This design comes from an exercise in tuning for small area and a short achievable clock period on the open sky130 flow, not from production work.
RTL that was checked went through simulation tests only; none was proved equivalent to the original.
Function not checked in runs 4 and 5: the RTL went through the layout flow alone.
Power is estimated from default activity; no workload was simulated.

`config.mk`:
```
export PLATFORM = sky130hd
export DESIGN_NAME = map_data_structure
export DESIGN_NICKNAME = map_data_structure
export VERILOG_FILES = /design/flow/design.v
export SDC_FILE = /design/flow/constraint.sdc
export NUM_CORES = 4
export LEC_CHECK = 0
export CAP_MARGIN = 20
export CORE_MARGIN = 2
export CORE_UTILIZATION = 60
export CTS_BUF_LIST = sky130_fd_sc_hd__clkbuf_16
export CTS_CLUSTER_DIAMETER = 100
export CTS_CLUSTER_SIZE = 30
export PLACE_DENSITY = 0.65
export SETUP_SLACK_MARGIN = 3.75
export SLEW_MARGIN = 20
export SYNTH_HIERARCHICAL = 1
export SYNTH_MINIMUM_KEEP_SIZE = 0
```
`design.v`:
```
module kv_nor2 (input wire a, input wire b, output wire y);
    assign y = !(a | b);
endmodule
module kv_nand2 (input wire a, input wire b, output wire y);
    assign y = !(a & b);
endmodule
module kv_nor4 (input wire a, input wire b, input wire c, input wire d, output wire y);
    assign y = !(a | b | c | d);
endmodule
module kv_nand4 (input wire a, input wire b, input wire c, input wire d, output wire y);
    assign y = !(a & b & c & d);
endmodule
module kv_slot_match (
    input wire [15:0] key_in,
    input wire [15:0] key,
    input wire free,
    output wire match
);
    wire [15:0] diff = key ^ key_in;
    wire [7:0] same2;    
    wire [3:0] diff4;    
    wire [1:0] same8;    
    wire differs;        
    genvar n;
    generate
        for (n = 0; n < 8; n = n + 1) begin : l1
            kv_nor2 u (.a(diff[2*n]), .b(diff[2*n+1]), .y(same2[n]));
        end
        for (n = 0; n < 4; n = n + 1) begin : l2
            kv_nand2 u (.a(same2[2*n]), .b(same2[2*n+1]), .y(diff4[n]));
        end
        for (n = 0; n < 2; n = n + 1) begin : l3
            kv_nor2 u (.a(diff4[2*n]), .b(diff4[2*n+1]), .y(same8[n]));
        end
    endgenerate
    kv_nand2 u_l4 (.a(same8[0]), .b(same8[1]), .y(differs));
    kv_nor2 u_l5 (.a(differs), .b(free), .y(match));
endmodule
module kv_sel_oct (
    input wire [7:0] match,
    input wire [7:0] bits,
    output wire out
);
    assign out = |(match & bits);
endmodule
module kv_sel_bit (
    input wire [31:0] match,
    input wire [31:0] bits,
    output wire out
);
    wire [3:0] oct;        
    wire [1:0] half_n;     
    genvar n;
    generate
        for (n = 0; n < 4; n = n + 1) begin : o
            kv_sel_oct u_oct (.match(match[8*n+7:8*n]), .bits(bits[8*n+7:8*n]), .out(oct[n]));
        end
        for (n = 0; n < 2; n = n + 1) begin : h
            kv_nor2 u_nor (.a(oct[2*n]), .b(oct[2*n+1]), .y(half_n[n]));
        end
    endgenerate
    kv_nand2 u_out (.a(half_n[0]), .b(half_n[1]), .y(out));
endmodule
module kv_miss (
    input wire [31:0] match,
    output wire miss
);
    wire [7:0] none4;
    wire [1:0] any16;
    genvar n;
    generate
        for (n = 0; n < 8; n = n + 1) begin : q
            kv_nor4 u_nor (.a(match[4*n]), .b(match[4*n+1]), .c(match[4*n+2]), .d(match[4*n+3]), .y(none4[n]));
        end
        for (n = 0; n < 2; n = n + 1) begin : h
            kv_nand4 u_nand (.a(none4[4*n]), .b(none4[4*n+1]), .c(none4[4*n+2]), .d(none4[4*n+3]), .y(any16[n]));
        end
    endgenerate
    kv_nor2 u_out (.a(any16[0]), .b(any16[1]), .y(miss));
endmodule
module map_data_structure #(
    parameter KEY_WIDTH = 16,
    parameter VALUE_WIDTH = 16,
    parameter MAP_SIZE = 32
)(
    input wire clk,
    input wire reset,
    input wire [KEY_WIDTH-1:0] key_in,
    input wire [VALUE_WIDTH-1:0] value_in,
    input wire [1:0] op,  
    input wire valid_in,
    output wire ready_out,
    output wire [VALUE_WIDTH-1:0] value_out,
    output wire valid_out,
    input wire ready_in
);
    localparam NOP = 2'b00,
               INSERT = 2'b01,
               DELETE = 2'b10,
               LOOKUP = 2'b11;
    reg [KEY_WIDTH-1:0] keys [0:MAP_SIZE-1];
    reg [VALUE_WIDTH-1:0] values [0:MAP_SIZE-1];
    reg [MAP_SIZE-1:0] free;
    wire [MAP_SIZE-1:0] match;
    genvar g, b;
    generate
        for (g = 0; g < MAP_SIZE; g = g + 1) begin : m
            kv_slot_match u_match (
                .key_in(key_in), .key(keys[g]), .free(free[g]), .match(match[g])
            );
        end
        for (b = 0; b < VALUE_WIDTH; b = b + 1) begin : s
            wire [MAP_SIZE-1:0] column;
            for (g = 0; g < MAP_SIZE; g = g + 1) begin : c
                assign column[g] = values[g][b];
            end
            kv_sel_bit u_sel (.match(match), .bits(column), .out(value_out[b]));
        end
    endgenerate
    wire miss;
    kv_miss u_miss (.match(match), .miss(miss));
    wire hit = !miss;
    reg [MAP_SIZE-1:0] first_free;
    reg seen;
    integer i;
    always @(*) begin
        seen = 1'b0;
        for (i = 0; i < MAP_SIZE; i = i + 1) begin
            first_free[i] = free[i] && !seen;
            seen = seen | free[i];
        end
    end
    wire do_insert = (op == INSERT) && valid_in && ready_out;
    wire do_delete = (op == DELETE) && valid_in;
    always @(posedge clk) begin
        if (reset)
            free <= {MAP_SIZE{1'b1}};
        else
            free <= (free | (match & {MAP_SIZE{do_insert | do_delete}}))
                  & ~(first_free & {MAP_SIZE{do_insert}});
    end
    always @(posedge clk) begin
        for (i = 0; i < MAP_SIZE; i = i + 1)
            if (free[i]) begin
                keys[i] <= key_in;
                values[i] <= value_in;
            end
    end
    assign valid_out = (op == LOOKUP) && hit;
    assign ready_out = |free;
endmodule
```
`constraint.sdc`:
```
create_clock -name core_clock -period 10.0 [get_ports {clk}]
set_input_delay 2.0000 -clock core_clock [delete_from_list [all_inputs] [get_ports {clk}]]
set_output_delay 2.0000 -clock core_clock [all_outputs]
set_load 0.01 [all_outputs]
```
`run.sh`:
```
#!/bin/bash
# synth_recipe.tcl (not shown) runs the flow's synth.tcl, then flattens the netlist and writes it again
# the make line also repeats each setting of config.mk as NAME=value (left out here)
make -C /OpenROAD-flow-scripts/flow DESIGN_CONFIG=/design/flow/config.mk WORK_HOME=/design/flow/orfs CLKGATE_MAP_FILE= SYNTH_SCRIPT=/design/flow/synth_recipe.tcl finish
```
==> impl.org, run 1 <==
** Detailed routing
- ANT nets after route :: 0
- In the routed layout, each cell is associated on average with a via count of 6.26.
- The detailed router placed 24200 vias in this run.
- DRC viols :: 0
- For this block, the routed nets add up to 116000 µm of wire.
- The detailed router finished its first iteration with 2936 violations.
- Pre-Repair DR Iteration Count :: 6
- Routed WL per cell :: 30.0 µm

** Logic synthesis
- The synthesized design contains 1056 register bits.
- For this run, asynchronously set or reset flops after synthesis account for 0%.
- Synth warn :: 11
- Cells after synthesis :: 2617
- EDFF count, synth :: 1024
- Syn Std Cell Area :: 41400 µm²
- Portion of the post-synthesis area used by sequential elements :: between 70% and 80%
- Largest area contributor in the netlist :: sky130_fd_sc_hd__edfxtp_1
- By area the synthesized netlist is led by sky130_fd_sc_hd__edfxtp_1, sky130_fd_sc_hd__xor2_1, sky130_fd_sc_hd__a22oi_1.
- Number of distinct library cells after synthesis :: 44
- Mean instance size in the synthesized netlist :: about 16 µm²
- When the netlist entered floorplanning its net count stood at 2655.
- In the synthesized netlist the dominant register cell turns out to be sky130_fd_sc_hd__edfxtp_1.
- The top cell type by area accounts for 74.3% of the synthesized area.

** GRT
- The first global-routing pass estimated 159000 µm of wire.
- Total overflow reported by the global router :: 0
- Entering global routing, the biggest net connects 40 pins.
- Number of global-route vias before repair :: 23300
- Number of antenna violations at the first check in global routing :: 1
- Global routing consumed, over all layers together, around a third of the routing resources.

** STA
- Of the available clock period, the critical path in the final layout requires 62.3%.
- Unrepaired setup endpoints after global routing :: yes
- Setup violations remaining at the end of the flow were counted as 0.
- Remaining max-slew budget at the tightest pin :: 24.1%
- Summed negative setup slack over all endpoints :: 0 ns
- Hold Fails Final Rpt :: 0
- Slew Limit Fails :: 0
- For the pin with the worst max-slew slack, the measured transition is 1.14 ns.
- Post-route minimum period :: 6.23 ns
- F_max :: 0.161 GHz
- Maximum clock skew at final layout :: ~0.032 ns

** CTS
- After clock tree synthesis, the clock-pin slew on the worst setup and hold paths is 0.12 ns.
- The later pin in the worst-skew pair is clocked with a latency of ~0.63 ns.
- Master cell of the clock root buffer :: sky130_fd_sc_hd__clkbuf_16
- Counting every sink on the clock net gives roughly 1100.
- Number of H-tree levels :: 2
- TritonCTS created 41 clock buffers.
- TritonCTS built the clock tree.
- Clock Path Buffers :: 3

** Floorplan
- The core region is about 70000 µm².
- Starting utilization of the core area :: between 60% and 70%
- In this run the core area contains 96 standard-cell rows.
- Ports :: 56
- Chip height :: approximately 270 µm
- Die Outline Area :: around 70000 µm²
- Floorplan die width :: 267 µm

** Pwr
- In this run the power density over the cells is 159 nW/µm².
- Maximum vdd drop :: around 210 µV
- Overall power consumption after layout is estimated at 7.67 mW.
- Leakage component of the power :: approximately 18 nW

** Critical path
- Nature of the critical path endpoint :: output port
- The worst setup path is launched from a primary input.
- The setup path with the least slack is of type in -> out.
- Data arrives at the worst endpoint at 4.23 ns.
- CP max FO :: 14
- STA puts the critical path data required time at approximately 8.0 ns.

** Final layout
- Share of layout cells above drive strength 1 :: 15.2%
- Area growth from synthesis to layout :: 16.2%
- Net total in the final layout :: 2988

** Min path
- In this run the worst hold path is classified as reg -> reg.

** Placed design
- Detail Placement HPWL :: 56600 µm
- Routability-driven placement finished with a final weighted congestion of 0.838.
- During placement, the flow inserted port buffers numbering 54.

** Job
- # Max-Cap Violations :: 0

** Run status
- Status :: timing/DRC/antenna clean
==> Yosys cell counts, types with 4 or more instances <==
master / number
sky130_fd_sc_hd__nor2_1: 401
sky130_fd_sc_hd__o211ai_1: 11
sky130_fd_sc_hd__a22oi_1: 256
sky130_fd_sc_hd__o31ai_1: 6
sky130_fd_sc_hd__nand4_1: 69
sky130_fd_sc_hd__dfxtp_1: 32
sky130_fd_sc_hd__nor2b_1: 4
sky130_fd_sc_hd__nand2_1: 197
sky130_fd_sc_hd__nand3b_1: 5
sky130_fd_sc_hd__a31oi_1: 6
sky130_fd_sc_hd__a211oi_1: 9
sky130_fd_sc_hd__nand3_1: 6
sky130_fd_sc_hd__a21oi_1: 9
sky130_fd_sc_hd__nor4_1: 5
sky130_fd_sc_hd__edfxtp_1: 1024
sky130_fd_sc_hd__xor2_1: 512
sky130_fd_sc_hd__nor3_1: 5
sky130_fd_sc_hd__clkbuf_1: 4
sky130_fd_sc_hd__or4_1: 4
sky130_fd_sc_hd__o21ai_0: 9
sky130_fd_sc_hd__nor4_2: 11
==> worst max-delay path, stage by stage <==
cell and delay, ns:
sky130_fd_sc_hd__buf_16 0.13, sky130_fd_sc_hd__buf_12 0.15, sky130_fd_sc_hd__buf_4 0.13, sky130_fd_sc_hd__xor2_1 0.15, sky130_fd_sc_hd__nor2_1 0.12, sky130_fd_sc_hd__nand2_1 0.10, sky130_fd_sc_hd__nor2_4 0.23, sky130_fd_sc_hd__nand2_2 0.10
sky130_fd_sc_hd__nor2_4 0.13, sky130_fd_sc_hd__buf_12 0.14, sky130_fd_sc_hd__clkbuf_16 0.18, sky130_fd_sc_hd__nor4_2 0.05, sky130_fd_sc_hd__nand4_1 0.11, sky130_fd_sc_hd__nor2_1 0.07, sky130_fd_sc_hd__nor2_2 0.23, sky130_fd_sc_hd__buf_2 0.18
==> modules after synthesis (local to each module, per instance), excerpt <==
module | cell area (µm²) | cells
kv_nand2 | 3.75 | 1
kv_nand4 | 6.26 | 1
kv_nor2 | 3.75 | 1
kv_nor4 | 12.5 | 1
kv_sel_oct | 36.3 | 5
kv_slot_match | 140 | 16
map_data_structure | 32400 | 1214
==> routing by layer <==
layer  up-vias  global-route usage (%)  wire length (µm)
met2      1149                    52.3             55600
met4         0                    13.0              5240
met1     12300                    43.4             46300
li1      10500                       -                 -
met5         -                       0                 0
met3       211                    3.36              8580
==> report_power, final <==
group / leakage, nW / switching [mW] / internal (mW)
clock network: 0.648 / 1.27 / 0.766
registers: 11.1 / 0.0801 / 5.07
logic: 5.94 / 0.270 / 0.212
==> placed cells by master, fill, tap and decap left out, drive strengths merged, types with 2 or more instances in the layout <==
cell type	synthesis	routed
o211ai	11	11
o21ai	9	9
nor4	17	17
nand3	6	6
buf	4	234
nand3b	5	5
clkbuf	4	64
and3	3	3
o41ai	3	3
edfxtp	1024	1024
a211oi	10	10
a22oi	256	256
dfxtp	32	32
o32ai	2	2
o2111ai	2	2
nand2	197	197
nor2	401	401
clkdlybuf4s15	0	2
dlygate4sd2	0	4
a221o	2	2
or4	5	5
inv	3	28
a31oi	6	6
a21oi	9	9
nor2b	4	4
clkdlybuf4s50	0	16
nand4	70	70
nor3	5	5
xor2	512	512
o31ai	6	6
bufbuf	0	19
==> registers in the layout, summed over array words and instances (netlist names) <==
register  count
keys        512
free         32
values      512
==> per-stage QoR <==
stage	setup WS, ns	util, %	hold slack [ns]	instance area [µm²]	std cells
final	3.77	70.3	0.578	48100	3857
after global routing	3.71	70.3	0.590	48100	3856
after CTS	3.69	68.9	0.579	47100	3779
after detailed placement	2.61	63.7	0.559	43600	3622
after global placement	2.64	63.7	0.549	43600	3622
after floorplan	4.49	-	0.939	41400	2617
==> timing repair <==
item | in CTS | in global routing
pin swaps | 19 | 39
hold buffers | 0 | 0
gates resized for setup | 259 | 72
buffers inserted | 67 | 63
cloned | 23 | 14
endpoints found under the setup margin | 17 | 17
==> logic make-up (layout without fill, tap and decap cells) <==
| group | count (synthesis) | in the layout | share of synthesized area (%) |
|---|---|---|---|
| AO/OA/AOI/OAI | 320 | 320 | 5.75 |
| XOR/XNOR | 512 | 512 | 10.8 |
| buffers and inverters | 11 | 368 | 0.148 |
| flip-flops | 1056 | 1056 | 75.8 |
| other | 0 | 1 | 0 |
| AND/OR/NAND/NOR | 718 | 718 | 7.47 |
==> cell type report <==
type,instances,area (µm²)
clock inverter,26,134
antenna,1,2.50
sequential,1056,31400
multi-input combinational,1550,10300
clock buffer,41,1030
fill,4509,20300
timing repair buffer,298,4090
inverter,3,11.3
tap,882,1100
==> final timing paths <==
| check | from | to | slack, ns | depth (start not counted) |
|---|---|---|---|---|
| worst max-delay path | key_in[11] | valid_out | 3.77 | 16 |
| worst min-delay path | free[31]$_SDFF_PP1_ | keys[31][1]$_DFFE_PP_ | 0.58 | 0 |
| worst max register to register | free[22]$_SDFF_PP1_ | free[17]$_SDFF_PP1_ | 6.94 | 7 |
| worst min register to register | free[31]$_SDFF_PP1_ | keys[31][1]$_DFFE_PP_ | 0.58 | 0 |
==> run 2: changes to the inputs <==
--- a/config.mk
+++ b/config.mk
@@ -11,7 +11,7 @@
 export CTS_BUF_LIST = sky130_fd_sc_hd__clkbuf_16
 export CTS_CLUSTER_DIAMETER = 100
 export CTS_CLUSTER_SIZE = 30
-export PLACE_DENSITY = 0.65
+export PLACE_DENSITY = 0.72
 export SETUP_SLACK_MARGIN = 3.75
 export SLEW_MARGIN = 20
 export SYNTH_HIERARCHICAL = 1
==> impl.org, run 2 <==
** Run status
- The run finished with no timing, DRC or antenna violations.

** CTS
- Clock insertion delay at the later pin of the skew report :: 0.63 ns (about the same)
- The clock transition time at the flip-flop clock pins of the worst setup and hold paths was 0.11 ns (about the same).
- The clock sink total is 1056 (unchanged).
- The tree is rooted in a sky130_fd_sc_hd__clkbuf_16.
- The hold-fix buffer count after cts came to 0 (unchanged).
- The number of clock buffers inserted by TritonCTS was 41 (unchanged).
- The number of buffers on the longest clock path was 3 (unchanged).
- TritonCTS built the clock tree.
- Number of H-tree levels :: 2 (unchanged)

** Logic synthesis
- The commonest cells after synthesis are sky130_fd_sc_hd__edfxtp_1, sky130_fd_sc_hd__xor2_1, sky130_fd_sc_hd__nor2_1.
- The number of synthesis warnings was 11 (unchanged).
- Most repeated cell in the gate-level netlist after synthesis :: sky130_fd_sc_hd__edfxtp_1
- The share of flip-flops with an asynchronous set or reset after synthesis was 0% (unchanged).
- The largest total area in the synthesized netlist belongs to sky130_fd_sc_hd__edfxtp_1.
- Yosys reg bits :: 1056 (unchanged)
- Mean instance size in the synthesized netlist :: 15.8 µm² (unchanged)
- Most used DFF post-synth :: sky130_fd_sc_hd__edfxtp_1
- Syn Std Cell Area :: 41400 µm² (unchanged)
- The number of synthesized flops with an enable pin came to 1024 (unchanged).
- Top cell type's share of synthesized area :: 74.3% (unchanged)
- The sequential area share after synthesis came to 75.8% (unchanged).
- Net count of the mapped netlist :: 2655 (unchanged)
- The synthesized instance count is 2617 (unchanged).
- Top area cells in the synthesized netlist :: sky130_fd_sc_hd__edfxtp_1, sky130_fd_sc_hd__xor2_1, sky130_fd_sc_hd__a22oi_1
- The distinct cell type count after synthesis is 44 (unchanged).

** STA
- Final setup violating endpoints :: 0 (unchanged)
- The clock skew after layout came to 0.0123 ns (-0.0195 ns).
- Summed negative setup slack over all endpoints :: 0 ns (unchanged)
- Slew Limit Fails :: 0 (unchanged)
- The final count of hold timing violations was 0 (unchanged).
- The clock period minus final worst setup slack came to 6.21 ns (-0.0196 ns).
- Period utilisation layout :: 62.1% (-0.20 points)
- Unrepaired setup endpoints after global routing :: yes
- Slew at the pin with the worst max-slew slack :: 1.16 ns (+0.0256 ns)
- F_max :: 0.161 GHz (+0.32%)
- Remaining max-slew budget at the tightest pin :: 22.6% (-1.5 points)

** GRT
- Largest net degree at the start of global routing :: 42 (+5.0%)
- The global-route wire length before repair is 156000 µm (-1.5%).
- The initial antenna violation count came to 5 (+4).
- The number of global-route vias before repair came to 23400 (+0.27%).
- The total routing resource utilization after global routing was 31.2% (-0.40 points).
- The remaining global-route overflow came to 0 (unchanged).

** Final layout
- Leading cell types in the layout, fill and taps excluded :: sky130_fd_sc_hd__edfxtp_1, sky130_fd_sc_hd__xor2_1, sky130_fd_sc_hd__nor2_1
- Largest registers in the final layout :: keys: 512 flops, values: 512 flops, free: 32 flops
- Most common library cell in the layout ignoring fill and taps :: sky130_fd_sc_hd__edfxtp_1
- Compared with the post-synthesis result, the final layout area differs by 16.0%.
- The number of nets in the finished design is 2971 (-0.57%).
- The fraction of layout cells with a size suffix above 1 is 14.8% (-0.39 points).
- Finished Layout Cells :: 3845 (-0.31%)
- Fill cell total of the finished layout :: 4311 (-4.4%)

** Placed design
- The number of port buffers came to 54 (unchanged).
- Detail Placement HPWL :: 50000 µm (-12%)
- The number of placed instances with taps included is 3611 (-0.30%).
- The final weighted congestion in routability-driven placement is 0.798 (-4.7%).

** Detailed routing
- The remaining antenna violation count came to 0 (unchanged).
- The wire length after detailed routing is 113000 µm (-2.5%).
- The number of vias in the routed layout was 24500 (+1.5%).
- The average via count per standard cell is 6.38 (+1.9%).
- Drt initial violations :: 3244 (+10%)
- DRC viols :: 0 (unchanged)
- The detailed-routing iteration count for the pre-antenna-repair pass came to 6 (unchanged).
- Routed WL per cell :: 29.3 µm (-2.2%)

** Floorplan
- Placeable Area :: 68500 µm² (unchanged)
- Die Outline Area :: 71100 µm² (unchanged)
- The starting utilization of the core area is 60.5% (unchanged).
- Floorplan die width :: 267 µm (unchanged)
- Ports :: 56 (unchanged)
- Row cnt :: 96 (unchanged)
- Chip height :: 267 µm (unchanged)

** Critical path
- Setup Crit Path Kind :: in -> out
- Worst EP required :: 8.00 ns (about the same)
- The data arrival time of the critical path came to 4.21 ns (-0.02 ns).
- The register-to-register path setup slack came to 7.10 ns (+0.16 ns).
- The maximum fanout along the worst path came to 24 (+10).
- The worst setup path is launched from a primary input.
- Nature of the critical path endpoint :: output port

** Pwr
- Maximum vdd drop :: 180 µV (-14%)
- The leakage power total was 17.7 nW (+0.42%).
- The power density relative to cell area came to 161 nW/µm² (+0.81%).

** Job
- The max capacitance violation total is 0 (unchanged).

** Min path
- Path type of the worst min-delay path :: reg -> reg
## run 2: cell counts after synthesis
No cell type changed its count.
## run 2: critical path, cell delays in order
cell                              delay, ns
sky130_fd_sc_hd__buf_12                0.18
sky130_fd_sc_hd__buf_16                0.21
sky130_fd_sc_hd__xor2_1                0.20
sky130_fd_sc_hd__nor2_1                0.07
sky130_fd_sc_hd__nand2_1               0.08
sky130_fd_sc_hd__nor2_1                0.05
sky130_fd_sc_hd__nand2_1               0.10
sky130_fd_sc_hd__nor2_1                0.06
sky130_fd_sc_hd__buf_6                 0.21
sky130_fd_sc_hd__a22oi_1               0.21
sky130_fd_sc_hd__nand4_1               0.20
sky130_fd_sc_hd__nor2_2                0.21
sky130_fd_sc_hd__nand2_1               0.12
sky130_fd_sc_hd__clkdlybuf4s15_1       0.25
## run 2: kinds of logic (layout without fill, tap and decap cells)
| logic type | Yosys count | count (layout) | synth area share, % |
|---|---|---|---|
| compound gates | 320 | 320 | 5.75 |
| other cells | 0 | 6 | 0 |
| buf+inv | 11 | 351 | 0.148 |
| simple gates | 718 | 718 | 7.47 |
| flops | 1056 | 1056 | 75.8 |
| xor+xnor | 512 | 512 | 10.8 |
## run 2: power breakdown
group / internal (mW) / switching (mW) / total (mW)
registers: 5.07 / 0.0839 / 5.15
logic: 0.232 / 0.302 / 0.534
clock network: 0.765 / 1.26 / 2.03
total: 6.06 / 1.65 / 7.71
## run 2: modules after synthesis (local to each module, per instance), a selection
module | flip-flops and latches | times used | cell area, µm² | cells
map_data_structure | 1056 | 1 | 32400 | 1214
kv_slot_match | 0 | 32 | 140 | 16
kv_nand2 | 0 | 176 | 3.75 | 1
kv_nor2 | 0 | 385 | 3.75 | 1
kv_nor4 | 0 | 8 | 12.5 | 1
kv_nand4 | 0 | 2 | 6.26 | 1
kv_sel_oct | 0 | 64 | 36.3 | 5
## run 2: repair_timing
item / 4_1_cts / 5_1_grt
resized for setup: 259 / 76
setup endpoints to repair: 17 / 17
buffers inserted: 76 / 42
gates cloned: 38 / 5
pin swaps: 37 / 49
hold endpoints to repair: 0 / 0
## run 2: through the flow
step           util [%]  setup slack, ns  instance area, µm²  power (mW)  hold slack (ns)
2_1_floorplan         -             4.49               41400        5.42            0.939
3_3_place_gp       63.5             2.76               43500        5.59            0.528
3_5_place_dp       63.5             2.71               43500        5.62            0.541
4_1_cts            69.2             3.67               47400        7.70            0.565
5_1_grt            70.1             3.71               48000        7.91            0.606
6_report           70.2             3.79               48000        7.71            0.567
## run 2: area by class of cell
cell class / instances / area [µm²] / share of cell area, %
well taps: 882 / 1100 / 2.30
multi-input cells: 1550 / 10300 / 21.4
clock buffers: 41 / 1030 / 2.14
clock inverters: 26 / 126 / 0.263
repair buffers: 281 / 4020 / 8.37
diodes: 6 / 15.0 / 0.0313
inverters: 3 / 11.3 / 0.0234
flip-flops and latches: 1056 / 31400 / 65.4
## run 2: path summary, 6_finish.rpt
kind                             from                  end  depth (start not counted)
setup / recovery           key_in[10]        value_out[12]                         14
hold / removal    free[21]$_SDFF_PP1_  free[24]$_SDFF_PP1_                          2
setup reg to reg  free[15]$_SDFF_PP1_  free[19]$_SDFF_PP1_                          6
hold reg to reg   free[21]$_SDFF_PP1_  free[24]$_SDFF_PP1_                          2
## run 2: layer usage
metal	part of all wire (%)	GRT usage, %	wire (µm)	up-vias
met2	47	50.1	53500	1378
met1	38	42.4	43100	12400
met4	4.0	12.8	4560	8
li1	-	-	-	10400
met5	0.045	0	51	-
met3	10	6.16	11600	253
==> run 3: changes to the inputs <==
--- a/config.mk
+++ b/config.mk
@@ -7,7 +7,7 @@
 export LEC_CHECK = 0
 export CAP_MARGIN = 20
 export CORE_MARGIN = 2
-export CORE_UTILIZATION = 60
+export CORE_UTILIZATION = 55
 export CTS_BUF_LIST = sky130_fd_sc_hd__clkbuf_16
 export CTS_CLUSTER_DIAMETER = 100
 export CTS_CLUSTER_SIZE = 30
==> impl.org, run 3 <==
** Run status
- The run finished with no timing, DRC or antenna violations.

** Detailed routing
- Wire length reported by the detailed router :: 114000 µm (+1.3%)
- The number of vias in the routed layout is 24700 (+0.88%).
- Routed WL per cell :: 28.5 µm (-2.7%)
- DRC viols :: 0 (unchanged)
- Pre-Repair DR Iteration Count :: 5 (-1)
- The starting DRC count in detailed routing came to 2976 (-8.3%).
- ANT nets after route :: 0 (unchanged)
- The average via count per standard cell was 6.19 (-3.0%).

** Logic synthesis
- The synthesized instance count was 2617 (unchanged).
- The post-synthesis cell area was 41400 µm² (unchanged).
- The sequential area share after synthesis is 75.8% (unchanged).
- The number of synthesis warnings came to 11 (unchanged).
- The register bit count reported by yosys was 1056 (unchanged).
- After synthesis, the most frequently instantiated cells are sky130_fd_sc_hd__edfxtp_1, sky130_fd_sc_hd__xor2_1, sky130_fd_sc_hd__nor2_1.
- By area the synthesized netlist is led by sky130_fd_sc_hd__edfxtp_1, sky130_fd_sc_hd__xor2_1, sky130_fd_sc_hd__a22oi_1.
- Largest area contributor in the netlist :: sky130_fd_sc_hd__edfxtp_1
- EDFF count, synth :: 1024 (unchanged)
- Number of distinct library cells after synthesis :: 44 (unchanged)
- Net count of the mapped netlist :: 2655 (unchanged)
- Most used DFF post-synth :: sky130_fd_sc_hd__edfxtp_1
- The share of flip-flops with an asynchronous set or reset after synthesis is 0% (unchanged).
- Mean instance size in the synthesized netlist :: 15.8 µm² (unchanged)
- sky130_fd_sc_hd__edfxtp_1 is the most common cell in the netlist.
- Top cell type's share of synthesized area :: 74.3% (unchanged)

** Pwr
- The worst vdd rail ir drop was 223 µV (+24%).
- Pwr/cell area :: 159 nW/µm² (-1.1%)
- Leakage component of the power :: 18.3 nW (+3.0%)

** CTS
- Clock Path Buffers :: 3 (unchanged)
- Clk slew on worst S/H paths :: 0.12 ns (about the same)
- The depth of the CTS H-tree was 2 (unchanged).
- The hold-fix buffer count after cts was 0 (unchanged).
- CTS placed an instance of sky130_fd_sc_hd__clkbuf_16 at the clock tree root.
- Clock sink count :: 1056 (unchanged)
- Number of buffers created by CTS :: 41 (unchanged)
- TritonCTS clock tree :: yes
- Clock insertion delay at the later pin of the skew report :: 0.63 ns (about the same)

** GRT
- Total overflow reported by the global router :: 0 (unchanged)
- Largest net degree at the start of global routing :: 41 (-2.4%)
- GR Util All Layers :: 28.7% (-2.5 points)
- The number of global-route vias before repair came to 23300 (-0.57%).
- The initial antenna violation count is 5 (unchanged).
- The global-route wire length before repair came to 159000 µm (+2.0%).

** Floorplan
- The width of the chip was 278 µm (+4.4%).
- Starting utilization of the core area :: 55.6% (-4.9 points)
- The overall die area came to 77500 µm² (+9.0%).
- The count of boundary I/O pins is 56 (unchanged).
- The die span in y was 278 µm (+4.4%).
- The area of the core region was 74400 µm² (+8.7%).
- The number of rows in the core area was 100 (+4.2%).

** Critical path
- Worst R2R Start :: free[16]$_SDFF_PP1_
- The data required time at the worst endpoint was 8.00 ns (about the same).
- The worst setup path is captured at an output port.
- The register-to-register path setup slack is 7.02 ns (-0.08 ns).
- Endpoint arrival time on the critical path :: 4.35 ns (+0.14 ns)
- Setup Crit Path Kind :: in -> out
- Critical path startpoint :: key_in[6]
- CP startpoint kind :: primary input
- CP max FO :: 9 (-63%)

** STA
- F_max :: 0.157 GHz (-2.3%)
- Unrepaired setup endpoints after global routing :: yes
- The summed negative setup slack over all endpoints came to 0 ns (unchanged).
- Post-route minimum period :: 6.35 ns (+0.144 ns)
- The slew at the pin closest to its max-slew limit is 1.16 ns (-0.00118 ns).
- The final-report setup violation count came to 0 (unchanged).
- Hold Fails Final Rpt :: 0 (unchanged)
- The clock skew after layout is 0.0228 ns (+0.0105 ns).
- Remaining max-slew budget at the tightest pin :: 22.7% (+0.079 points)
- Period utilisation layout :: 63.5% (+1.4 points)
- Slew Limit Fails :: 0 (unchanged)

** Placed design
- The number of port buffers is 54 (unchanged).
- Detail Placement HPWL :: 49300 µm (-1.4%)
- Global placement routability congestion :: 0.782 (-2.0%)

** Min path
- Startpoint of the lowest-slack hold path :: free[18]$_SDFF_PP1_
- In this run the worst hold path is classified as reg -> reg.

** Final layout
- The library cell used most frequently in the layout, excluding fill and tap cells, is sky130_fd_sc_hd__edfxtp_1.
- Final cell utilization of the core :: 65.7% (-4.5 points)
- Net total in the final layout :: 3041 (+2.4%)
- Largest registers in the final layout :: keys: 512 flops, values: 512 flops, free: 32 flops
- Fill cell total of the finished layout :: 4839 (+12%)
- Area growth from synthesis to layout :: 18.0%
- Leading cell types in the layout, fill and taps excluded :: sky130_fd_sc_hd__edfxtp_1, sky130_fd_sc_hd__xor2_1, sky130_fd_sc_hd__nor2_1
- The fraction of layout cells with a size suffix above 1 is 16.7% (+1.9 points).

** Job
- The max capacitance violation total came to 0 (unchanged).
[run 3: cell counts after synthesis]
Identical to the previous run, type by type.
[run 3: power breakdown]
| group | internal [mW] | total, mW | switching, mW |
|---|---|---|---|
| combinational | 0.242 | 0.544 | 0.302 |
| sequential | 5.07 | 5.15 | 0.0849 |
| clock | 0.798 | 2.07 | 1.27 |
[run 3: routing by layer]
metal	wire [µm]	part of all wire (%)	global-route usage [%]
met5	27	0.024	0
met1	41500	36	38.3
met3	12300	11	5.06
met2	56100	49	48.0
met4	4250	3.7	9.97
[run 3: path summary, 6_finish.rpt]
check                                      endpoint  depth (start not counted)
worst max-delay path                   value_out[7]                         17
worst min register to register  free[20]$_SDFF_PP1_                          4
worst min-delay path            free[20]$_SDFF_PP1_                          4
worst max register to register   free[3]$_SDFF_PP1_                          6
[run 3: modules after synthesis, one instance, submodules excluded, a selection]
module	cells inside	copies in the design
map_data_structure	1214	1
kv_nor2	1	385
kv_nand2	1	176
kv_sel_oct	5	64
kv_nor4	1	8
kv_slot_match	16	32
kv_nand4	1	2
[run 3: what timing repair did]
action | in CTS | in global routing
pin swaps | 38 | 55
resized for setup | 247 | 83
buffers inserted | 108 | 66
setup endpoints to repair | 17 | 17
cloned | 46 | 5
[run 3: stage by stage]
stage	instance area, µm²	total power, mW	worst slack, ns	std cells	hold WS, ns
after detailed placement	43700	5.62	2.53	3704	0.625
final	48900	7.77	3.65	4001	0.647
after CTS	48100	7.74	3.63	3926	0.651
after floorplan	41400	5.42	4.49	2617	0.939
after global routing	48900	7.99	3.57	3997	0.684
after global placement	43700	5.59	2.59	3704	0.617
[run 3: critical path, stage by stage]
cell and delay (ns):
sky130_fd_sc_hd__buf_16 0.12, sky130_fd_sc_hd__buf_16 0.14, sky130_fd_sc_hd__buf_12 0.15, sky130_fd_sc_hd__xor2_2 0.17
sky130_fd_sc_hd__nor2_1 0.09, sky130_fd_sc_hd__nand2_1 0.07, sky130_fd_sc_hd__nor2_1 0.04, sky130_fd_sc_hd__nand2_1 0.11
sky130_fd_sc_hd__nor2_4 0.06, sky130_fd_sc_hd__buf_6 0.19, sky130_fd_sc_hd__buf_4 0.14, sky130_fd_sc_hd__buf_4 0.15
sky130_fd_sc_hd__a22oi_1 0.22, sky130_fd_sc_hd__nand4_1 0.16, sky130_fd_sc_hd__nor2_1 0.12, sky130_fd_sc_hd__nand2_1 0.10
sky130_fd_sc_hd__dlygate4sd2_1 0.30
[run 3: cell type report]
cell class,count,area [µm²],share of cell area (%)
clock buffer,43,1080,2.20
inverter,3,11.3,0.0230
tap,969,1210,2.48
multi-input combinational,1550,10300,21.1
sequential,1056,31400,64.3
clock inverter,25,120,0.246
timing repair buffer,351,4690,9.60
antenna,4,10.0,0.0205
[run 3: logic make-up (layout without fill, tap and decap cells)]
group / count (synthesis) / after routing / share of synthesized area, %
flops: 1056 / 1056 / 75.8
simple gates: 718 / 718 / 7.47
xor+xnor: 512 / 512 / 10.8
buf+inv: 11 / 422 / 0.148
other cells: 0 / 4 / 0
compound gates: 320 / 320 / 5.75
==> run 4: changes to the inputs <==
--- a/design.v
+++ b/design.v
@@ -14,7 +14,8 @@
     input wire [15:0] key_in,
     input wire [15:0] key,
     input wire free,
-    output wire match
+    output wire match_a,
+    output wire match_b
 );
     wire [15:0] diff = key ^ key_in;
     wire [7:0] same2;    
@@ -33,8 +34,11 @@
             kv_nor2 u (.a(diff4[2*n]), .b(diff4[2*n+1]), .y(same8[n]));
         end
     endgenerate
+    wire differs_b;
     kv_nand2 u_l4 (.a(same8[0]), .b(same8[1]), .y(differs));
-    kv_nor2 u_l5 (.a(differs), .b(free), .y(match));
+    kv_nor2 u_l5 (.a(differs), .b(free), .y(match_a));
+    kv_nand2 u_l4b (.a(same8[0]), .b(same8[1]), .y(differs_b));
+    kv_nor2 u_l5b (.a(differs_b), .b(free), .y(match_b));
 endmodule
 module kv_sel_oct (
     input wire [7:0] match,
@@ -101,12 +105,12 @@
     reg [KEY_WIDTH-1:0] keys [0:MAP_SIZE-1];
     reg [VALUE_WIDTH-1:0] values [0:MAP_SIZE-1];
     reg [MAP_SIZE-1:0] free;
-    wire [MAP_SIZE-1:0] match;
+    wire [MAP_SIZE-1:0] match, match_b;
     genvar g, b;
     generate
         for (g = 0; g < MAP_SIZE; g = g + 1) begin : m
             kv_slot_match u_match (
-                .key_in(key_in), .key(keys[g]), .free(free[g]), .match(match[g])
+                .key_in(key_in), .key(keys[g]), .free(free[g]), .match_a(match[g]), .match_b(match_b[g])
             );
         end
         for (b = 0; b < VALUE_WIDTH; b = b + 1) begin : s
@@ -114,7 +118,7 @@
             for (g = 0; g < MAP_SIZE; g = g + 1) begin : c
                 assign column[g] = values[g][b];
             end
-            kv_sel_bit u_sel (.match(match), .bits(column), .out(value_out[b]));
+            kv_sel_bit u_sel (.match(b < VALUE_WIDTH/2 ? match : match_b), .bits(column), .out(value_out[b]));
         end
     endgenerate
     wire miss;
--- a/config.mk
+++ b/config.mk
@@ -7,7 +7,7 @@
 export LEC_CHECK = 0
 export CAP_MARGIN = 20
 export CORE_MARGIN = 2
-export CORE_UTILIZATION = 55
+export CORE_UTILIZATION = 60
 export CTS_BUF_LIST = sky130_fd_sc_hd__clkbuf_16
 export CTS_CLUSTER_DIAMETER = 100
 export CTS_CLUSTER_SIZE = 30
==> impl.org, run 4 <==
** CTS
- Clk slew on worst S/H paths :: 0.11 ns (about the same)
- The hold-fix buffer count after cts is 0 (unchanged).
- The depth of the CTS H-tree was 2 (unchanged).
- TritonCTS clock tree :: yes
- The number of buffers on the longest clock path was 3 (unchanged).
- Clock insertion delay at the later pin of the skew report :: 0.64 ns (about the same)
- The clock sink total was 1056 (unchanged).
- In this run the clock root is driven by a sky130_fd_sc_hd__clkbuf_16.
- Number of buffers created by CTS :: 42 (+2.4%)

** GRT
- Largest net degree at the start of global routing :: 41 (unchanged)
- Wire length of the first global-routing pass :: 150000 µm (-5.7%)
- The total routing resource utilization after global routing is 28.9% (+0.17 points).
- Total overflow reported by the global router :: 0 (unchanged)
- Number of antenna violations at the first check in global routing :: 3 (-2)
- The number of global-route vias before repair is 23200 (-0.30%).

** Placed design
- Global placement routability congestion :: 0.831 (+6.2%)
- Port Buffers :: 54 (unchanged)
- The HPWL after detailed placement came to 58000 µm (+18%).
- Post-placement cell count :: 3736 (+0.86%)
- Standard cell area after detailed placement :: 43900 µm² (+0.62%)

** Detailed routing
- After detailed routing, no signal wire sits above met5.
- The average via count per standard cell was 6.25 (+1.1%).
- Pre-Repair DR Iteration Count :: 6 (+1)
- The remaining antenna violation count is 0 (unchanged).
- The routed metal-1 wirelength was 43600 µm (+5.0%).
- Number of vias in the routed layout :: 24800 (+0.40%)
- DRC viols :: 0 (unchanged)
- Met2 Wirelength :: 53500 µm (-4.6%)
- The routed length on met3 was 11700 µm (-5.3%).
- Drt initial violations :: 3288 (+10%)
- The wire length after detailed routing is 113000 µm (-1.1%).
- The average wire per standard cell came to 28.4 µm (-0.48%).

** STA
- Hold Fails Final Rpt :: 0 (unchanged)
- The period utilization was 62.3% (-1.2 points).
- Slew at the pin with the worst max-slew slack :: 1.10 ns (-0.0610 ns)
- The clock skew after layout was 0.0234 ns (+0.000588 ns).
- Summed negative setup slack over all endpoints :: 0 ns (unchanged)
- Slew Limit Fails :: 0 (unchanged)
- F_max :: 0.160 GHz (+1.9%)
- The final-report setup violation count is 0 (unchanged).
- The relative slew slack came to 26.5% (+3.8 points).
- Post-route minimum period :: 6.23 ns (-0.119 ns)
- Setup repair after global routing could not meet its margin everywhere.

** Final layout
- Most common library cell in the layout ignoring fill and taps :: sky130_fd_sc_hd__edfxtp_1
- The fraction of layout cells with a size suffix above 1 was 18.0% (+1.3 points).
- The final cell utilization of the core came to 71.5% (+5.9 points).
- Net total in the final layout :: 3062 (+0.69%)
- Area growth from synthesis to layout :: 18.0% (about the same)
- The final cell count without fillers was 3975 (-0.65%).
- Largest registers in the final layout :: keys: 512 flops, values: 512 flops, free: 32 flops
- In the layout the commonest cells are sky130_fd_sc_hd__edfxtp_1, sky130_fd_sc_hd__xor2_1, sky130_fd_sc_hd__nor2_1.
- Design area :: 49100 µm² (+0.52%)

** Logic synthesis
- The net count of the mapped netlist came to 2719 (+2.4%).
- The mean cell area of the mapped netlist came to 15.5 µm² (-1.8%).
- The simple-gate area share of the yosys netlist was 8.01% (+0.53 points).
- By area the synthesized netlist is led by sky130_fd_sc_hd__edfxtp_1, sky130_fd_sc_hd__xor2_1, sky130_fd_sc_hd__a22oi_1.
- For this run, the leading register cell type out of synthesis is sky130_fd_sc_hd__edfxtp_1.
- Syn Std Cell Area :: 41700 µm² (+0.58%)
- Synth Area in Adders :: 0% (unchanged)
- The distinct cell type count after synthesis came to 44 (unchanged).
- The number of synthesis warnings is 11 (unchanged).
- The parity-gate share of the synthesized area counting xor and xnor cells was 10.8% (-0.062 points).
- The proportion of netlist area held by the largest area contributor was 73.8% (-0.43 points).
- Sorting the synthesized cells by how often they occur yields sky130_fd_sc_hd__edfxtp_1, sky130_fd_sc_hd__xor2_1, sky130_fd_sc_hd__nor2_1.
- Largest area contributor in the netlist :: sky130_fd_sc_hd__edfxtp_1
- The synthesized-area fraction occupied by ao, oa, aoi and oai cells is 5.72% (-0.033 points).
- Main combinational cell family by area after synthesis :: XOR/XNOR gates
- The sequential area share after synthesis came to 75.4% (-0.44 points).
- The synthesized instance count was 2681 (+2.4%).
- Multiplexer area fraction after synthesis :: 0% (unchanged)
- EDFF count, synth :: 1024 (unchanged)
- The register bit count reported by yosys was 1056 (unchanged).
- sky130_fd_sc_hd__edfxtp_1 is the most common cell in the netlist.
- Share of async-settable or async-resettable flops after synthesis :: 0% (unchanged)

** Pwr
- The power density relative to cell area came to 159 nW/µm² (about the same).
- Maximum vdd drop :: 142 µV (-36%)
- Leakage component of the power :: 17.8 nW (-2.7%)

** Floorplan
- Floorplan die width :: 267 µm (-3.9%)
- The number of rows in the core area came to 96 (-4.0%).
- Ports :: 56 (unchanged)
- Placeable Area :: 68700 µm² (-7.7%)
- Chip height :: 267 µm (-3.9%)
- Starting utilization of the core area :: 60.6% (+5.0 points)
- The overall die area came to 71500 µm² (-7.7%).

** Job
- # Max-Cap Violations :: 0 (unchanged)

** Critical path
- The data arrival time of the critical path came to 4.23 ns (-0.12 ns).
- The worst setup path is of the in -> out kind.
- CP max FO :: 22 (+13)
- Chain of cells forming the critical path :: buf_16 -> buf_16 -> xor2_1 -> nor2_1 -> nand2_1 -> nor2_4 -> nand2_1 -> nor2_4 -> buf_12 -> buf_4 -> a22oi_1 -> nand4_1 -> nor2_2 -> nand2_1 -> dlygate4sd2_1
- STA classifies the critical path startpoint as a primary input.
- Critical-path cell with the highest stage delay :: sky130_fd_sc_hd__dlygate4sd2_1
- Worst EP required :: 8.00 ns (about the same)
- The register-to-register path setup slack is 7.15 ns (+0.13 ns).
- The delay of the slowest critical-path stage is 0.29 ns (about the same).
- Counting stages on the worst path, the most repeated cell is sky130_fd_sc_hd__nand2_1.
- Nature of the critical path endpoint :: output port

** Min path
- The tightest min-delay check is of the reg -> reg type.

** Run status
- The run finished with no timing, DRC or antenna violations.
==> run 4: power by group <==
group	internal, mW	switching, mW
Combinational	0.221	0.298
Sequential	5.07	0.0831
Clock	0.833	1.31
Total	6.12	1.69
==> run 4: final cells by class <==
cell class / instances / area, µm²
sequential: 1056 / 31400
fill: 4326 / 19600
multi-input combinational: 1615 / 11100
timing repair buffer: 306 / 4150
tap: 931 / 1160
clock buffer: 45 / 1130
clock inverter: 18 / 113
inverter: 3 / 11.3
antenna: 1 / 2.50
==> run 4: repair_timing <==
item / 4_1_cts / 5_1_grt
gates cloned: 11 / 30
resized for setup: 341 / 96
pin swaps: 63 / 35
setup endpoints to repair: 17 / 17
buffers inserted: 82 / 51
==> run 4: per-layer routing <==
| layer | global-route usage (%) | vias up |
|---|---|---|
| met5 | 0 | - |
| met1 | 40.2 | 12500 |
| met3 | 4.24 | 211 |
| li1 | - | 10700 |
| met2 | 47.3 | 1425 |
| met4 | 10.0 | 4 |
==> run 4: path summary, 6_finish.rpt <==
kind	startpoint	endpoint	depth (start not counted)
max	key_in[6]	value_out[10]	15
min	free[31]$_SDFF_PP1_	keys[31][9]$_DFFE_PP_	0
max reg2reg	free[16]$_SDFF_PP1_	free[8]$_SDFF_PP1_	6
min reg2reg	free[31]$_SDFF_PP1_	keys[31][9]$_DFFE_PP_	0
==> run 4: kinds of logic after synthesis <==
| family | Yosys count |
|---|---|
| flip-flops | 1056 |
| AND/OR/NAND/NOR | 782 |
| XOR/XNOR | 512 |
| AO/OA/AOI/OAI | 320 |
| buffers and inverters | 11 |
==> run 4: critical path: cells and delay by family <==
kind,cells,cell delay (ns)
compound gates,1,0.19
xor+xnor,1,0.15
buf+inv,5,0.95
simple gates,8,0.89
==> run 4: metrics by stage <==
step | hold slack, ns | power [mW] | setup WS [ns]
floorplan | 0.902 | 5.42 | 4.71
global placement | 0.560 | 5.59 | 2.00
detailed placement | 0.569 | 5.63 | 1.97
CTS | 0.595 | 7.74 | 3.54
global route | 0.603 | 8.01 | 3.69
finish | 0.592 | 7.81 | 3.77
==> run 4: Yosys stat by module (local to each module, per instance), a selection <==
module              cells  cell area (µm²)
kv_slot_match          16              140
kv_nor4                 1             12.5
kv_sel_oct              5             36.3
kv_nand2                1             3.75
kv_nor2                 1             3.75
map_data_structure   1214            32400
kv_nand4                1             6.26
==> run 5: changes to the inputs <==
--- a/design.v
+++ b/design.v
@@ -10,54 +10,42 @@
 module kv_nand4 (input wire a, input wire b, input wire c, input wire d, output wire y);
     assign y = !(a & b & c & d);
 endmodule
+module kv_aoi22 (input wire a0, input wire a1, input wire b0, input wire b1, output wire y);
+    assign y = !((a0 & a1) | (b0 & b1));
+endmodule
 module kv_slot_match (
     input wire [15:0] key_in,
     input wire [15:0] key,
     input wire free,
-    output wire match_a,
-    output wire match_b
+    output wire match
 );
     wire [15:0] diff = key ^ key_in;
-    wire [7:0] same2;    
-    wire [3:0] diff4;    
-    wire [1:0] same8;    
+    wire [3:0] same4;    
     wire differs;        
     genvar n;
     generate
-        for (n = 0; n < 8; n = n + 1) begin : l1
-            kv_nor2 u (.a(diff[2*n]), .b(diff[2*n+1]), .y(same2[n]));
-        end
-        for (n = 0; n < 4; n = n + 1) begin : l2
-            kv_nand2 u (.a(same2[2*n]), .b(same2[2*n+1]), .y(diff4[n]));
-        end
-        for (n = 0; n < 2; n = n + 1) begin : l3
-            kv_nor2 u (.a(diff4[2*n]), .b(diff4[2*n+1]), .y(same8[n]));
+        for (n = 0; n < 4; n = n + 1) begin : q
+            kv_nor4 u_nor (.a(diff[4*n]), .b(diff[4*n+1]), .c(diff[4*n+2]), .d(diff[4*n+3]), .y(same4[n]));
         end
     endgenerate
-    wire differs_b;
-    kv_nand2 u_l4 (.a(same8[0]), .b(same8[1]), .y(differs));
-    kv_nor2 u_l5 (.a(differs), .b(free), .y(match_a));
-    kv_nand2 u_l4b (.a(same8[0]), .b(same8[1]), .y(differs_b));
-    kv_nor2 u_l5b (.a(differs_b), .b(free), .y(match_b));
-endmodule
-module kv_sel_oct (
-    input wire [7:0] match,
-    input wire [7:0] bits,
-    output wire out
-);
-    assign out = |(match & bits);
+    kv_nand4 u_all (.a(same4[0]), .b(same4[1]), .c(same4[2]), .d(same4[3]), .y(differs));
+    kv_nor2 u_match (.a(differs), .b(free), .y(match));
 endmodule
 module kv_sel_bit (
     input wire [31:0] match,
     input wire [31:0] bits,
     output wire out
 );
+    wire [15:0] pair_n;    
     wire [3:0] oct;        
     wire [1:0] half_n;     
     genvar n;
     generate
+        for (n = 0; n < 16; n = n + 1) begin : p
+            kv_aoi22 u_aoi (.a0(match[2*n]), .a1(bits[2*n]), .b0(match[2*n+1]), .b1(bits[2*n+1]), .y(pair_n[n]));
+        end
         for (n = 0; n < 4; n = n + 1) begin : o
-            kv_sel_oct u_oct (.match(match[8*n+7:8*n]), .bits(bits[8*n+7:8*n]), .out(oct[n]));
+            kv_nand4 u_nand (.a(pair_n[4*n]), .b(pair_n[4*n+1]), .c(pair_n[4*n+2]), .d(pair_n[4*n+3]), .y(oct[n]));
         end
         for (n = 0; n < 2; n = n + 1) begin : h
             kv_nor2 u_nor (.a(oct[2*n]), .b(oct[2*n+1]), .y(half_n[n]));
@@ -105,12 +93,12 @@
     reg [KEY_WIDTH-1:0] keys [0:MAP_SIZE-1];
     reg [VALUE_WIDTH-1:0] values [0:MAP_SIZE-1];
     reg [MAP_SIZE-1:0] free;
-    wire [MAP_SIZE-1:0] match, match_b;
+    wire [MAP_SIZE-1:0] match;
     genvar g, b;
     generate
         for (g = 0; g < MAP_SIZE; g = g + 1) begin : m
             kv_slot_match u_match (
-                .key_in(key_in), .key(keys[g]), .free(free[g]), .match_a(match[g]), .match_b(match_b[g])
+                .key_in(key_in), .key(keys[g]), .free(free[g]), .match(match[g])
             );
         end
         for (b = 0; b < VALUE_WIDTH; b = b + 1) begin : s
@@ -118,7 +106,7 @@
             for (g = 0; g < MAP_SIZE; g = g + 1) begin : c
                 assign column[g] = values[g][b];
             end
-            kv_sel_bit u_sel (.match(b < VALUE_WIDTH/2 ? match : match_b), .bits(column), .out(value_out[b]));
+            kv_sel_bit u_sel (.match(match), .bits(column), .out(value_out[b]));
         end
     endgenerate
     wire miss;
--- a/config.mk
+++ b/config.mk
@@ -8,11 +8,10 @@
 export CAP_MARGIN = 20
 export CORE_MARGIN = 2
 export CORE_UTILIZATION = 60
-export CTS_BUF_LIST = sky130_fd_sc_hd__clkbuf_16
-export CTS_CLUSTER_DIAMETER = 100
-export CTS_CLUSTER_SIZE = 30
-export PLACE_DENSITY = 0.72
-export SETUP_SLACK_MARGIN = 3.75
+export CTS_BUF_LIST = sky130_fd_sc_hd__clkbuf_8
+export CTS_CLUSTER_DIAMETER = 60
+export CTS_CLUSTER_SIZE = 16
+export SETUP_SLACK_MARGIN = 4
 export SLEW_MARGIN = 20
 export SYNTH_HIERARCHICAL = 1
 export SYNTH_MINIMUM_KEEP_SIZE = 0
==> impl.org, run 5 <==
** Run status
- The flow ran to the end and the layout has no timing, DRC or antenna violations.

** Pwr
- The relative contribution of combinational cells to total power was 7.4% (+0.8 points).
- The worst vdd rail ir drop was 136 µV (-4.4%).
- The proportion of total power due to net switching came to 22.7% (+1.1 points).
- The proportion of power drawn by the clock network was 26.9% (-0.5 points).
- The internal power consumption is 6.09 mW (-0.57%).
- Fraction of power consumed by sequential logic :: 65.7% (-0.3 points)
- The leakage power total is 18.1 nW (+1.7%).
- The power density relative to cell area came to 154 nW/µm² (-3.0%).
- The net switching power figure was 1.79 mW (+5.8%).

** Placed design
- The number of port buffers came to 54 (unchanged).
- Global placement routability congestion :: 0.815 (-1.9%)
- The number of placed instances with taps included was 3355 (-10%).
- The HPWL after detailed placement was 53800 µm (-7.2%).

** GRT
- The met3 track demand over resource in global routing is 4.07% (-0.16 points).
- The remaining global-route overflow was 0 (unchanged).
- The met1 capacity usage during global routing was 43.7% (+3.5 points).
- M2 GR Usage :: 52.3% (+5.0 points)
- The total routing resource utilization after global routing came to 31.5% (+2.6 points).
- The global-route wire length before repair came to 164000 µm (+9.4%).
- Largest net degree at the start of global routing :: 41 (unchanged)
- Most congested layer reported by global routing :: met2
- The number of global-route vias before repair is 23400 (+1.1%).
- The initial antenna violation count came to 2 (-1).

** Critical path
- The critical path goes through buf_16 -> buf_12 -> xor2_2 -> nor4_4 -> nand4_1 -> nor2_4 -> buf_8 -> buf_6 -> a22oi_2 -> nand4_1 -> nor2_1 -> nand2_2 -> buf_6.
- CP startpoint kind :: primary input
- Nature of the critical path endpoint :: output port
- The startpoint identified for the worst register-to-register timing path is free[5]$_SDFF_PP1_.
- CP max FO :: 7 (-68%)
- The critical path depth is 13 (-2).
- Critical path startpoint :: key_in[6]
- The register-to-register path setup slack came to 6.98 ns (-0.17 ns).
- The number of buffers and inverters on the critical path is 5 (unchanged).
- Broken down by cell family, the worst path's largest delay share belongs to simple AND/OR/NAND/NOR gates.
- In this run the critical register-to-register path is captured at free[16]$_SDFF_PP1_.
- The logic depth of the worst register-to-register path was 6 (unchanged).
- Critical-path cell with the highest stage delay :: sky130_fd_sc_hd__nor2_4
- The delay of the slowest critical-path stage was 0.35 ns (+0.06 ns).
- Setup Crit Path Kind :: in -> out
- Worst EP required :: 8.00 ns (about the same)
- Critical path endpoint :: value_out[10]
- The data arrival time of the critical path came to 4.21 ns (-0.02 ns).

** STA
- Remaining max-slew budget at the tightest pin :: 22.6% (-3.9 points)
- The final count of hold timing violations is 0 (unchanged).
- Slew Limit Fails :: 0 (unchanged)
- Summed negative setup slack over all endpoints :: 0 ns (unchanged)
- Slew at the pin with the worst max-slew slack :: 1.16 ns (+0.0620 ns)
- Period utilisation layout :: 62.1% (-0.17 points)
- The worst hold margin was 0.662 ns (+0.0698 ns).
- Maximum clock skew at final layout :: 0.0162 ns (-0.00712 ns)
- Final setup violating endpoints :: 0 (unchanged)
- Unrepaired setup endpoints after global routing :: yes
- F_max :: 0.161 GHz (+0.28%)
- Post-route minimum period :: 6.21 ns (-0.0172 ns)

** Detailed routing
- The remaining antenna violation count was 0 (unchanged).
- The starting DRC count in detailed routing was 2573 (-22%).
- Wire length reported by the detailed router :: 116000 µm (+3.0%)
- The average wire per standard cell is 31.3 µm (+10%).
- The average via count per standard cell is 6.36 (+1.7%).
- The detailed-routing iteration count for the pre-antenna-repair pass was 6 (unchanged).
- DRC viols :: 0 (unchanged)
- The number of vias in the routed layout is 23600 (-5.0%).

** CTS
- The number of clock buffers inserted by TritonCTS is 77 (+83%).
- The latest clock arrival within the worst-skew pair was 0.70 ns (+0.06 ns).
- The depth of the CTS H-tree came to 3 (+1).
- The clock sink total came to 1056 (unchanged).
- TritonCTS clock tree :: yes
- The number of buffers on the longest clock path is 3 (unchanged).
- Post-CTS Hold Buffers :: 0 (unchanged)
- In this run the clock root is driven by a sky130_fd_sc_hd__clkbuf_8.
- Clk slew on worst S/H paths :: 0.10 ns (about the same)

** Job
- The max capacitance violation total came to 0 (unchanged).

** Floorplan
- Placeable Area :: 70300 µm² (+2.3%)
- The overall die area is 73300 µm² (+2.5%).
- The die span in y came to 271 µm (+1.2%).
- The count of boundary I/O pins is 56 (unchanged).
- The starting utilization of the core area came to 60.8% (+0.13 points).
- The width of the chip is 271 µm (+1.2%).
- The number of rows in the core area is 97 (+1.0%).

** Logic synthesis
- The mean cell area of the mapped netlist came to 18.6 µm² (+20%).
- Main combinational cell family by area after synthesis :: XOR/XNOR gates
- The register bit count reported by yosys came to 1056 (unchanged).
- The proportion of netlist area held by the largest area contributor is 72.0% (-1.8 points).
- Cells after synthesis :: 2297 (-14%)
- The post-synthesis mux area share was 0% (unchanged).
- The number of synthesized flops with an enable pin was 1024 (unchanged).
- The number of synthesis warnings was 11 (unchanged).
- The synthesized-area fraction occupied by adder cells was 0% (unchanged).
- The net count of the mapped netlist is 2335 (-14%).
- By instance count, the leading cell after synthesis is sky130_fd_sc_hd__edfxtp_1.
- Post-Synth XOR/XNOR Area :: 10.5% (-0.26 points)
- Commonest cells in the netlist :: sky130_fd_sc_hd__edfxtp_1, sky130_fd_sc_hd__xor2_1, sky130_fd_sc_hd__a22oi_2
- sky130_fd_sc_hd__edfxtp_1 takes more of the synthesized area than any other cell.
- Top area cells in the synthesized netlist :: sky130_fd_sc_hd__edfxtp_1, sky130_fd_sc_hd__xor2_1, sky130_fd_sc_hd__a22oi_2
- The simple-gate area share of the yosys netlist came to 7.25% (-0.76 points).
- Syn Std Cell Area :: 42700 µm² (+2.5%)
- The distinct cell type count after synthesis is 44 (unchanged).
- Share of async-settable or async-resettable flops after synthesis :: 0% (unchanged)
- Portion of the post-synthesis area used by sequential elements :: 73.5% (-1.8 points)
- In the synthesized netlist the dominant register cell turns out to be sky130_fd_sc_hd__edfxtp_1.
- Synthesized-area fraction occupied by ao, oa, aoi and oai cells :: 8.58% (+2.9 points)

** Final layout
- Final cell utilization of the core :: 72.7% (+1.1 points)
- The number of nets in the finished design was 2776 (-9.3%).
- Sequential standard cell area :: 31400 µm² (about the same)
- The multi-input gate area in the final layout came to 11700 µm² (+5.1%).
- The largest registers in the layout are keys: 512 flops, values: 512 flops, free: 32 flops.
- Area growth from synthesis to layout :: 19.6%
- Leading cell types in the layout, fill and taps excluded :: sky130_fd_sc_hd__edfxtp_1, sky130_fd_sc_hd__xor2_1, sky130_fd_sc_hd__a22oi_2
- Finished Layout Cells :: 3714 (-6.6%)
- Share of layout cells above drive strength 1 :: 34.9% (+17 points)
- The number of filler cells placed in the layout was 4269 (-1.3%).
- Most common library cell in the layout ignoring fill and taps :: sky130_fd_sc_hd__edfxtp_1

** Min path
- Path type of the worst min-delay path :: reg -> reg
- Instance count along the most critical hold path :: 0 (unchanged)
run 5: logic make-up after synthesis:
| kind of cell | count (synthesis) |
|---|---|
| buffers and inverters | 11 |
| AO/OA/AOI/OAI | 320 |
| XOR/XNOR | 512 |
| AND/OR/NAND/NOR | 398 |
| flip-flops | 1056 |
run 5: cell type report:
cell class                 instances  area share, %
tap                              940           2.30
sequential                      1056           61.6
timing repair buffer             370           10.7
inverter                           3         0.0221
multi-input combinational       1230           22.9
clock inverter                    30          0.287
clock buffer                      82           2.21
antenna                            3         0.0147
run 5: worst min path at each step:
stage,startpoint,endpoint,slack (ns)
floorplan,free[16]$_SDFF_PP1_,free[16]$_SDFF_PP1_,0.94
global placement,free[29]$_SDFF_PP1_,free[29]$_SDFF_PP1_,0.63
detailed placement,free[29]$_SDFF_PP1_,free[29]$_SDFF_PP1_,0.64
CTS,free[1]$_SDFF_PP1_,keys[1][15]$_DFFE_PP_,0.70
global route,free[21]$_SDFF_PP1_,keys[21][6]$_DFFE_PP_,0.67
finish,free[21]$_SDFF_PP1_,keys[21][6]$_DFFE_PP_,0.66
run 5: modules after synthesis (local to each module, per instance), a selection:
module	flops+latches	area (µm²)	cells
map_data_structure	1056	32400	1214
kv_nor2	0	3.75	1
kv_nand2	0	3.75	1
kv_nor4	0	12.5	1
kv_aoi22	0	12.5	1
kv_nand4	0	6.26	1
run 5: power groups by stage:
stage / Clock, mW / Combinational (mW) / Sequential [mW]
after floorplan: 0 / 0.208 / 5.25
after CTS: 2.14 / 0.553 / 5.17
final: 2.12 / 0.582 / 5.17
after global placement: 0 / 0.374 / 5.26
after global routing: 2.29 / 0.609 / 5.19
after detailed placement: 0 / 0.391 / 5.27
run 5: metrics by stage:
stage / setup WS, ns / area (µm²) / total power, mW
floorplan: 4.00 / 42700 / 5.46
global placement: 2.36 / 45000 / 5.63
detailed placement: 2.33 / 45000 / 5.66
CTS: 3.83 / 50300 / 7.86
global route: 3.76 / 51100 / 8.09
finish: 3.79 / 51100 / 7.87
run 5: repair_timing:
action                                  in CTS  in global routing
gates cloned                                42                  4
pin swaps                                   99                 48
resized for setup                          348                 40
buffers inserted                           147                 50
endpoints found under the setup margin      17                 17
run 5: metal layers:
layer	part of all wire, %	vias to the layer above
li1	-	10000
met1	40	12500
met2	49	899
met3	6.7	177
met4	3.4	2
met5	0.010	-
run 5: worst register-to-register path: cells and delay by family, from the launching register on:
| family | cells | cell delay [ns] |
|---|---|---|
| AOI/OAI and AO/OA | 3 | 0.92 |
| buffers and inverters | 1 | 0.35 |
| DFF | 1 | 1.12 |
| and+or+nand+nor | 2 | 0.55 |

[static timing again, ports no longer ideal]
How much do the figures lean on ideal ports? The routed layouts below were timed once more, with nothing changed but the port constraints. Step 1, drivers: a clkbuf_16 drives clk and a buf_2 each remaining input, both assumed. Step 2, shift: input delay + t, output delay - t, t = (earliest + latest rising clock arrival at the registers) / 2. This alone moves slack from input paths to output paths. Slacks: ideal / step 1 / step 2; pairs: ideal / step 1.
| run | t (ns) | setup WS [ns] | worst setup path at the end | slew at the worst register clock pin (ns) | worst data-port slew with drivers (ns) |
|---|---|---|---|---|---|
| run 1 | 0.680 | 3.774 / 3.598 / 3.598 | input to output | 0.12 / 0.12 | 0.37 |
| run 2 | 0.688 | 3.793 / 3.553 / 3.553 | input to output | 0.12 / 0.12 | 0.33 |
| run 3 | 0.679 | 3.649 / 3.454 / 3.454 | input to output | 0.12 / 0.12 | 0.28 |
| run 4 | 0.683 | 3.768 / 3.527 / 3.527 | input to output | 0.12 / 0.12 | 0.29 |
| run 5 | 0.760 | 3.785 / 3.571 / 3.571 | input to output | 0.11 / 0.11 | 0.36 |
After both steps every run listed still meets setup and hold. The setup slack of run 4, which loses most, moves by -0.241 ns with the drivers and by -0.241 ns with both steps.
